This design comes from an exercise in tuning for small area on the open sky130 flow, not from production work.
The RTL was checked by simulation tests, not by an equivalence proof against the original design.
The flow treats the clock pin as an ideal source, which a real chip does not have.
Power is estimated from default activity; no workload was simulated.

## v9
// avalon_uart
module avalon_uart (
    input               clk,
    input               rst,
    input               avn_read,
    input               avn_write,
    input [4:0]         avn_address,
    input [31:0]        avn_writedata,
    output reg [31:0]   avn_readdata,
    output              avn_waitrequest,
    output              int_txwm,
    output              int_rxwm,
    output              uart_txd,
    input               uart_rxd
);
    logic           rx_valid;
    logic [7:0]     rx_data;
    logic           txfifo_push;
    logic           txfifo_pop;
    logic [7:0]     txfifo_dout;
    logic           txfifo_full;
    logic           txfifo_empty;
    logic [3:0]     txfifo_entry;
    logic           rxfifo_pop;
    logic [7:0]     rxfifo_dout;
    logic           rxfifo_full;
    logic           rxfifo_empty;
    logic [3:0]     rxfifo_entry;
    reg             txdata_valid;
    reg             txdata_full;
    reg [7:0]       txdata_data;
    reg [2:0]       txctrl_txcnt;
    reg             txctrl_nstop;
    reg             txctrl_txen;
    reg [2:0]       rxctrl_rxcnt;
    reg             rxctrl_rxen;
    reg             ie_rxwm;
    reg             ie_txwm;
    reg             ip_rxwm;
    reg             ip_txwm;
    reg [15:0]      div_div;
    reg [2:0]       rd_sel;
    reg             rd_flag;
    logic           addr_ok;
    logic           txdata_write;
    logic           txctrl_write;
    logic           rxctrl_write;
    logic           ie_write;
  ...
Size in the first run: ~920 cells after synthesis, roughly 260 flip-flops, ~78 I/O pins, about 11000 µm² of cells after synthesis.
Settings: LEC_CHECK=0, CAP_MARGIN=20, CORE_MARGIN=2, CORE_UTILIZATION=40, GPL_TIMING_DRIVEN=0, SLEW_MARGIN=20; clock period 5.0 ns.
standard.sh (not shown) runs the stock make flow with config.mk's settings and CLKGATE_MAP_FILE= SYNTH_SCRIPT=/design/flow/synth_recipe.tcl, a recipe that flattens the netlist after the stock synthesis.
==> flow/flow/run.sh <==
#!/bin/bash
# The standard ORFS layout with three changes:
# - ABC maps the logic for area (flow/abc_area_map.script: dc2, dch, amap)
#   instead of ORFS's speed script; registers are mapped before ABC, so
#   they are the standard synthesis's.
# - clock tree synthesis adds no dummy loads and builds clusters of
#   clkbuf_8.
# - ports are buffered with buf_1.
set -euo pipefail
here=$(pwd)
rm -rf "$here/scripts"
cp -r "$FLOW_HOME/scripts" "$here/scripts"
cp "$here/flow/abc_area_map.script" "$here/scripts/abc_area_map.script"
sed -i 's#/abc_speed.script#/abc_area_map.script#' "$here/scripts/synth_preamble.tcl"
grep -q abc_area_map.script "$here/scripts/synth_preamble.tcl"
export SCRIPTS_DIR="$here/scripts"
export CTS_ARGS="-sink_clustering_enable -repair_clock_nets -dont_use_dummy_load -buf_list sky130_fd_sc_hd__clkbuf_8 -sink_clustering_size 16 -sink_clustering_max_diameter 60"
export BUFFER_PORTS_ARGS="-buffer_cell sky130_fd_sc_hd__buf_1"
bash standard.sh > standard.log 2>&1
==> flow/flow/abc_area_map.script <==
strash
dc2
dch -f
amap -F 4 -A 8
topo
What v33 does differently from v9 at the input level:
Settings: GPL_TIMING_DRIVEN no longer set, was 0; SLEW_MARGIN now 0, was 20; CAP_MARGIN now 0, was 20.
==> comparison <==
From v9 to v33 the numbers moved as follows: number of global-route vias before repair up 141; worst slew margin relative to its limit down 2.6 points; routed wire length up about 1.2%; share of cell area taken by flip-flops and latches up 0.74 points; met2 wirelength from detailed routing up 73 µm. Any difference in clock latency at the later pin of the worst-skew pair between v33 and v9 is small enough to ignore. The estimated power of v33 ends up lower than the estimate for v9.
#### Input delta (v36 over v33)
Settings: CAP_MARGIN now 20, was 0; SLEW_MARGIN now 20, was 0.
-- flow/flow/run.sh --
<<< v33, line 2
# The standard ORFS layout with three changes:
# - ABC maps the logic for area (flow/abc_area_map.script: dc2, dch, amap)
>>> v36, line 2
# The standard ORFS layout with four changes:
# - no hard adder cells before ABC (ADDER_MAP_FILE empty), so ABC maps
#   the counters and comparators with the rest of the logic;
# - ABC maps the logic for area (flow/abc_area_map.script: dch, amap)
<<< v33, line 5
#   they are the standard synthesis's.
>>> v36, line 7
#   they are the standard synthesis's;
<<< v33, line 7
#   clkbuf_8.
>>> v36, line 9
#   clkbuf_8;
<<< v33, line 17
>>> v36, line 19
export ADDER_MAP_FILE=
-- flow/flow/abc_area_map.script --
<<< v33, line 2
dc2
>>> v36, line 2
## What came out
Re combinational power: v33 was higher than v36. Summary of v36 over v33: fraction of final layout cells with drive strength greater than 1 went up by 0.23 points; first-pass GRT wire length dropped about 9%; total power moved down; post-layout net count now smaller. Relative to v33, final core utilization has gone up in v36. Summary: with v33 as the reference, estimated wirelength of the detail-placed design in v36 moved down by more than 10%. Taking v33 as the reference, in v36 post-detailed-placement cell area has decreased, starting density of the core neither gained nor lost much. Summary — final instance count without filler cells, v36 relative to v33: lower, by 6.4%.
> inputs changed (v36 -> v24)
-- flow/flow/run.sh --
<<< v36, line 2
# The standard ORFS layout with four changes:
# - no hard adder cells before ABC (ADDER_MAP_FILE empty), so ABC maps
#   the counters and comparators with the rest of the logic;
# - ABC maps the logic for area (flow/abc_area_map.script: dch, amap)
>>> v24, line 2
# The standard ORFS layout with three changes:
# - ABC maps the logic for area (flow/abc_area_map.script: dc2, dch, amap)
<<< v36, line 7
#   they are the standard synthesis's;
>>> v24, line 5
#   they are the standard synthesis's.
<<< v36, line 9
#   clkbuf_8;
>>> v24, line 7
#   clkbuf_8.
<<< v36, line 19
export ADDER_MAP_FILE=
>>> v24, line 17
-- flow/flow/abc_area_map.script --
<<< v36, line 2
>>> v24, line 2
dc2
==> comparison <==
- On design area, the lower figure sits with v36, not v24.
- Of v24 and v36, the higher total number of tap cells belongs to v24.
- On v24: global-route usage is 0.27 points higher than what v36 gave.
- v24 ended up with a higher flip-flop and latch power than v36 did.
- For the initial antenna violation count, v24 came in 1 higher than v36 did.
- Compared v36 against v24; met1 global-route usage within noise.
- From v36 to v24 the numbers moved as follows: switching share of power rose 1.4 points, row count now larger, fraction of layout instances using a drive strength above 1 held steady, leakage power of the design climbed 0.00027 µW.

avalon_uart, a different RTL version from the one above (not shown whole).
Size: about 260 flip-flops, about 78 I/O pins, about 9800 um^2 of cells after synthesis.
// avalon_uart
module avalon_uart (
    input               clk,
    input               rst,
    input               avn_read,
    input               avn_write,
    input [4:0]         avn_address,
    input [31:0]        avn_writedata,
    output reg [31:0]   avn_readdata,
    output              avn_waitrequest,
    output              int_txwm,
    output              int_rxwm,
    output              uart_txd,
    input               uart_rxd
);
Settings: LEC_CHECK=0, CAP_MARGIN=20, CORE_MARGIN=2, CORE_UTILIZATION=40, SLEW_MARGIN=20; clock period 5.0 ns.
==> flow/flow/run.sh <==
#!/bin/bash
# The standard ORFS layout with these changes:
# - no hard adder cells before ABC (ADDER_MAP_FILE empty), so ABC maps
#   the counters and comparators with the rest of the logic;
# - ABC maps the logic for area (flow/abc_area_map.script: fraig, dc2,
#   dch, amap) instead of ORFS's speed script; registers are mapped
#   before ABC, so they are the standard synthesis's;
# - clock tree synthesis adds no dummy loads and builds clusters of
#   clkbuf_8, then flow/clock_buffer_sizing.tcl downsizes clock buffers
#   that have slew to spare;
# - ports are buffered with buf_1.
# Each ORFS step keeps its own log under orfs/logs; standard.log has
# make's output.
set -euo pipefail
here=$(pwd)
rm -rf "$here/scripts"
cp -r "$FLOW_HOME/scripts" "$here/scripts"
cp "$here/flow/abc_area_map.script" "$here/scripts/abc_area_map.script"
sed -i 's#/abc_speed.script#/abc_area_map.script#' "$here/scripts/synth_preamble.tcl"
grep -q abc_area_map.script "$here/scripts/synth_preamble.tcl"
sed -i "s#^log_cmd clock_tree_synthesis {\*}\$cts_args\$#&\nsource $here/flow/clock_buffer_sizing.tcl#" "$here/scripts/cts.tcl"
grep -q clock_buffer_sizing.tcl "$here/scripts/cts.tcl"
export SCRIPTS_DIR="$here/scripts"
export ADDER_MAP_FILE=
export CTS_ARGS="-sink_clustering_enable -repair_clock_nets -dont_use_dummy_load -buf_list sky130_fd_sc_hd__clkbuf_8 -sink_clustering_size 16 -sink_clustering_max_diameter 80"
export CLK_BUF_MAX_SLEW=0.100
export BUFFER_PORTS_ARGS="-buffer_cell sky130_fd_sc_hd__buf_1"
bash standard.sh > standard.log 2>&1
Other scripts of this flow, unchanged in this note and not shown: flow/flow/abc_area_map.script, flow/flow/clock_buffer_sizing.tcl
The first run finished clean.
Then changed:
--- a/flow/flow/run.sh
+++ b/flow/flow/run.sh
@@ -5,4 +5,5 @@
 # - ABC maps the logic for area (flow/abc_area_map.script: fraig, dc2,
-#   dch, amap) instead of ORFS's speed script; registers are mapped
-#   before ABC, so they are the standard synthesis's;
+#   dch, amap) instead of ORFS's speed script, without the weak _0 cells
+#   that have a _1 twin of the same area; registers are mapped before
+#   ABC, so they are the standard synthesis's;
 # - clock tree synthesis adds no dummy loads and builds clusters of
@@ -10,3 +11,5 @@
 #   that have slew to spare;
-# - ports are buffered with buf_1.
+# - ports are buffered with buf_1, and flow/pre_gpl_repair.tcl repairs
+#   slew and capacitance right after that, before timing-driven global
+#   placement;
 # Each ORFS step keeps its own log under orfs/logs; standard.log has
@@ -20,2 +23,9 @@
 grep -q abc_area_map.script "$here/scripts/synth_preamble.tcl"
+# ABC also leaves out the _0 drive variants that have a _1 variant of the
+# same area, so that equal-area choices take the stronger cell
+sed -i 's#{\*}\$lib_dont_use_args -constr#{*}$lib_dont_use_args {*}$::env(ABC_EXTRA_DONT_USE) -constr#' "$here/scripts/synth_preamble.tcl"
+grep -q ABC_EXTRA_DONT_USE "$here/scripts/synth_preamble.tcl"
+awk -v f="$here/flow/pre_gpl_repair.tcl" '{print} /^    buffer_ports /{print "    source " f}' "$here/scripts/global_place.tcl" > "$here/scripts/global_place.tcl.new"
+mv "$here/scripts/global_place.tcl.new" "$here/scripts/global_place.tcl"
+grep -q pre_gpl_repair.tcl "$here/scripts/global_place.tcl"
 sed -i "s#^log_cmd clock_tree_synthesis {\*}\$cts_args\$#&\nsource $here/flow/clock_buffer_sizing.tcl#" "$here/scripts/cts.tcl"
@@ -24,3 +34,4 @@
 export ADDER_MAP_FILE=
-export CTS_ARGS="-sink_clustering_enable -repair_clock_nets -dont_use_dummy_load -buf_list sky130_fd_sc_hd__clkbuf_8 -sink_clustering_size 16 -sink_clustering_max_diameter 80"
+export ABC_EXTRA_DONT_USE="-dont_use sky130_fd_sc_hd__o21ai_0 -dont_use sky130_fd_sc_hd__a21boi_0 -dont_use sky130_fd_sc_hd__and2_0 -dont_use sky130_fd_sc_hd__o311ai_0 -dont_use sky130_fd_sc_hd__or2_0"
+export CTS_ARGS="-sink_clustering_enable -repair_clock_nets -dont_use_dummy_load -buf_list sky130_fd_sc_hd__clkbuf_8 -sink_clustering_size 16 -sink_clustering_max_diameter 60"
 export CLK_BUF_MAX_SLEW=0.100
==> flow/flow/pre_gpl_repair.tcl (new file) <==
# Sourced by global_place.tcl after port buffering: repair max slew and
# capacitance on the initial placement (the FIFO write enables drive 64
# flip-flops each), so that timing-driven global placement does not see
# those slow nets as timing violations and rebuffer elsewhere.
estimate_parasitics -placement
repair_design -verbose
Effect: Cell count rose by 0.32%. Worst setup slack gets worse by 0.022 ns. Final area climbs by about 0.3%. Clock power went up by about 2%. Hold slack gets better by 0.012 ns. Synthesized area is unchanged. Sequential share of layout area falls by 0.19 points.
Then changed:
--- a/flow/flow/run.sh
+++ b/flow/flow/run.sh
@@ -34,2 +34,3 @@
 export ADDER_MAP_FILE=
+export GPL_KEEP_OVERFLOW=0
 export ABC_EXTRA_DONT_USE="-dont_use sky130_fd_sc_hd__o21ai_0 -dont_use sky130_fd_sc_hd__a21boi_0 -dont_use sky130_fd_sc_hd__and2_0 -dont_use sky130_fd_sc_hd__o311ai_0 -dont_use sky130_fd_sc_hd__or2_0"
Result: The new run finished clean. Routed wire length is higher by about 0.37%. Total power is higher by about 1%. Cell area is higher by about 0.37%.
Then changed:
==> flow/flow/run.sh (replaced) <==
#!/bin/bash
# The standard ORFS layout with these changes:
# - no hard adder cells before ABC (ADDER_MAP_FILE empty), so ABC maps
#   the counters and comparators with the rest of the logic;
# - ABC maps the logic for area (flow/abc_area_map.script: fraig, dc2,
#   dch, amap) instead of ORFS's speed script; registers are mapped
#   before ABC, so they are the standard synthesis's;
# - clock tree synthesis adds no dummy loads and builds clusters of
#   clkbuf_8, then flow/clock_buffer_sizing.tcl downsizes clock buffers
#   that have slew to spare;
# - ports are buffered with buf_1.
# Each ORFS step keeps its own log under orfs/logs; standard.log has
# make's output.
set -euo pipefail
here=$(pwd)
rm -rf "$here/scripts"
cp -r "$FLOW_HOME/scripts" "$here/scripts"
cp "$here/flow/abc_area_map.script" "$here/scripts/abc_area_map.script"
sed -i 's#/abc_speed.script#/abc_area_map.script#' "$here/scripts/synth_preamble.tcl"
grep -q abc_area_map.script "$here/scripts/synth_preamble.tcl"
sed -i "s#^log_cmd clock_tree_synthesis {\*}\$cts_args\$#&\nsource $here/flow/clock_buffer_sizing.tcl#" "$here/scripts/cts.tcl"
grep -q clock_buffer_sizing.tcl "$here/scripts/cts.tcl"
export SCRIPTS_DIR="$here/scripts"
export ADDER_MAP_FILE=
export CTS_ARGS="-sink_clustering_enable -repair_clock_nets -dont_use_dummy_load -buf_list sky130_fd_sc_hd__clkbuf_8 -sink_clustering_size 18 -sink_clustering_max_diameter 70"
export CLK_BUF_MAX_SLEW=0.100
export BUFFER_PORTS_ARGS="-buffer_cell sky130_fd_sc_hd__buf_1"
bash standard.sh > standard.log 2>&1
removed: flow/flow/pre_gpl_repair.tcl
After rerunning: The changed run produced a clean layout; final area is lower by 0.83%; cell count rose by 0.65%; total power is lower by 2.2%; routed wire length came out higher by 0.36%; critical path depth climbs by 1; synthesized area is unchanged; hold slack barely changes.

Setup of job 7586:
Starting RTL as in the previous note.
// avalon_uart
module avalon_uart (
    input               clk,
    input               rst,
    input               avn_read,
    input               avn_write,
    input [4:0]         avn_address,
    input [31:0]        avn_writedata,
    output reg [31:0]   avn_readdata,
    output              avn_waitrequest,
    output              int_txwm,
    output              int_rxwm,
    output              uart_txd,
    input               uart_rxd
);
Settings: LEC_CHECK=0, CAP_MARGIN=20, CORE_MARGIN=2, CORE_UTILIZATION=40, SLEW_MARGIN=20; clock period 5.0 ns.
==> flow/flow/run.sh <==
#!/bin/bash
# The standard ORFS layout with these changes:
# - no hard adder cells before ABC (ADDER_MAP_FILE empty), so ABC maps
#   the counters and comparators with the rest of the logic;
# - ABC maps the logic for area (flow/abc_area_map.script: fraig, dc2,
#   dch, amap) instead of ORFS's speed script; registers are mapped
#   before ABC, so they are the standard synthesis's;
# - clock tree synthesis adds no dummy loads and builds clusters of
#   clkbuf_8, then flow/clock_buffer_sizing.tcl downsizes clock buffers
#   that have slew to spare;
# - ports are buffered with buf_1.
# Each ORFS step keeps its own log under orfs/logs; standard.log has
# make's output.
set -euo pipefail
here=$(pwd)
rm -rf "$here/scripts"
cp -r "$FLOW_HOME/scripts" "$here/scripts"
cp "$here/flow/abc_area_map.script" "$here/scripts/abc_area_map.script"
sed -i 's#/abc_speed.script#/abc_area_map.script#' "$here/scripts/synth_preamble.tcl"
grep -q abc_area_map.script "$here/scripts/synth_preamble.tcl"
sed -i "s#^log_cmd clock_tree_synthesis {\*}\$cts_args\$#&\nsource $here/flow/clock_buffer_sizing.tcl#" "$here/scripts/cts.tcl"
grep -q clock_buffer_sizing.tcl "$here/scripts/cts.tcl"
export SCRIPTS_DIR="$here/scripts"
export ADDER_MAP_FILE=
export CTS_ARGS="-sink_clustering_enable -repair_clock_nets -dont_use_dummy_load -buf_list sky130_fd_sc_hd__clkbuf_8 -sink_clustering_size 16 -sink_clustering_max_diameter 70"
export CLK_BUF_MAX_SLEW=0.100
export BUFFER_PORTS_ARGS="-buffer_cell sky130_fd_sc_hd__buf_1"
bash standard.sh > standard.log 2>&1
Other scripts of this flow, unchanged in this note and not shown: flow/flow/abc_area_map.script, flow/flow/clock_buffer_sizing.tcl
Looking at the reports, job 7586 completed the entire flow and the layout it produced met the timing, DRC and antenna checks.
Input-level comparison between job 6537 and job 7586:
diff --git a/flow/flow/run.sh b/flow/flow/run.sh
--- a/flow/flow/run.sh
+++ b/flow/flow/run.sh
@@ -24,3 +24,4 @@
 export ADDER_MAP_FILE=
-export CTS_ARGS="-sink_clustering_enable -repair_clock_nets -dont_use_dummy_load -buf_list sky130_fd_sc_hd__clkbuf_8 -sink_clustering_size 16 -sink_clustering_max_diameter 70"
+export GLOBAL_PLACEMENT_ARGS="-timing_driven_net_reweight_overflow 60"
+export CTS_ARGS="-sink_clustering_enable -repair_clock_nets -dont_use_dummy_load -buf_list sky130_fd_sc_hd__clkbuf_8 -sink_clustering_size 16 -sink_clustering_max_diameter 60"
 export CLK_BUF_MAX_SLEW=0.100
Results
- Job 7586 and job 6537 ended up with nearly the same reported clock group power.
- Taking job 7586 as the reference, in job 6537 non-clock buffer count has decreased, wire length fell by about 0.3%.
Input changes introduced in job 3203 (baseline for comparison: job 6537):
diff --git a/flow/flow/run.sh b/flow/flow/run.sh
--- a/flow/flow/run.sh
+++ b/flow/flow/run.sh
@@ -24,3 +24,2 @@
 export ADDER_MAP_FILE=
-export GLOBAL_PLACEMENT_ARGS="-timing_driven_net_reweight_overflow 60"
 export CTS_ARGS="-sink_clustering_enable -repair_clock_nets -dont_use_dummy_load -buf_list sky130_fd_sc_hd__clkbuf_8 -sink_clustering_size 16 -sink_clustering_max_diameter 60"
--- outcome ---
Taking job 6537 as the reference, in job 3203 logic depth of the worst setup path including buffers rose 1; count of non-filler cells in the finished layout increased 13. Job 3203 — DRC violation total after the first TritonRoute iteration about 5.4% higher, job 6537 as reference. Fmax delta (job 3203 − job 6537): favourable. [compare] base=job 6537 new=job 3203: power consumption decreased by 0.35% relative to the old numbers; utilization closely matched the old numbers; global router's overall resource usage increased by 0.21 points relative to the old numbers. Wire: job 3203 routes less than job 6537.
Here is what was changed in the inputs of job 1560 compared with job 3203.
diff --git a/flow/flow/run.sh b/flow/flow/run.sh
--- a/flow/flow/run.sh
+++ b/flow/flow/run.sh
@@ -24,2 +24,3 @@
 export ADDER_MAP_FILE=
+export GPL_KEEP_OVERFLOW=0
 export CTS_ARGS="-sink_clustering_enable -repair_clock_nets -dont_use_dummy_load -buf_list sky130_fd_sc_hd__clkbuf_8 -sink_clustering_size 16 -sink_clustering_max_diameter 60"
[summary]
Per the final summary, job 1560 finished and its layout is clean on timing, DRC and antenna.
Switching share of total power in job 1560 is 0.40 points above job 3203.
Diff job 1560..job 3203 | floorplan core area | unchanged
Cells: job 1560 has fewer instances than job 3203
Diff job 3203 -> job 1560: clock share of power shows no meaningful change, global-route usage shows a reduction of 0.16 points.
Diff job 3203..job 1560 | DRC violation count after routing | unchanged
Between job 3203 and job 1560, the worst reg-to-reg setup slack figures differ only marginally.
[compare] base=job 3203 new=job 1560: detailed placer's ending HPWL shows an increase of about 1.5%, synthesized area shows no meaningful change, count of clock-buffer cells in the layout shows no meaningful change.

## static timing again, ports no longer ideal
The results above use ideal ports. As a check the final layouts listed here were re-extracted and re-timed, cells and wires unchanged. Step 1: set_driving_cell puts a clkbuf_16 on clk and a buf_2 on each other input, an assumption about the parent block. Step 2 adds t to the input delays and takes it off the output delays; t is the mean of the earliest and latest rising clock arrival at the registers after step 1. Input paths then give back, and output paths get back, about the clock's delay inside the block. Three values: no drivers, after step 1, after step 2; two values: the first two.
| run | t (ns) | slack for setup (ns) | worst hold slack (ns) | clock arrival spread, ns |
|---|---|---|---|---|
| v9 | 0.570 | 0.291 / 0.247 / 0.817 | 0.423 / 0.423 / 0.423 | 0.063 / 0.064 |
| v33 | 0.568 | 0.636 / 0.593 / 1.161 | 0.419 / 0.419 / 0.419 | 0.063 / 0.063 |
| v36 | 0.569 | 0.987 / 0.943 / 1.123 | 0.363 / 0.363 / 0.363 | 0.083 / 0.084 |
| v24 | 0.566 | 0.624 / 0.581 / 1.147 | 0.420 / 0.420 / 0.420 | 0.081 / 0.082 |
| the first run of note 2 | 0.565 | 1.295 / 1.253 / 1.365 | 0.402 / 0.402 / 0.402 | 0.095 / 0.095 |
| the second run of note 2 | 0.565 | 1.273 / 1.230 / 1.410 | 0.414 / 0.414 / 0.414 | 0.102 / 0.102 |
| the third run of note 2 | 0.599 | 0.831 / 0.790 / 1.247 | 0.415 / 0.415 / 0.415 | 0.095 / 0.094 |
| the fourth run of note 2 | 0.583 | 1.319 / 1.275 / 1.393 | 0.413 / 0.413 / 0.413 | 0.057 / 0.057 |
| job 7586 | 0.595 | 1.308 / 1.266 / 1.356 | 0.414 / 0.414 / 0.414 | 0.032 / 0.032 |
| job 6537 | 0.573 | 0.836 / 0.794 / 1.203 | 0.319 / 0.319 / 0.319 | 0.106 / 0.106 |
| job 3203 | 0.587 | 1.286 / 1.246 / 1.373 | 0.418 / 0.418 / 0.418 | 0.073 / 0.072 |
| job 1560 | 0.599 | 0.792 / 0.749 / 1.348 | 0.427 / 0.427 / 0.427 | 0.057 / 0.058 |
After both steps every run listed still meets setup and hold.
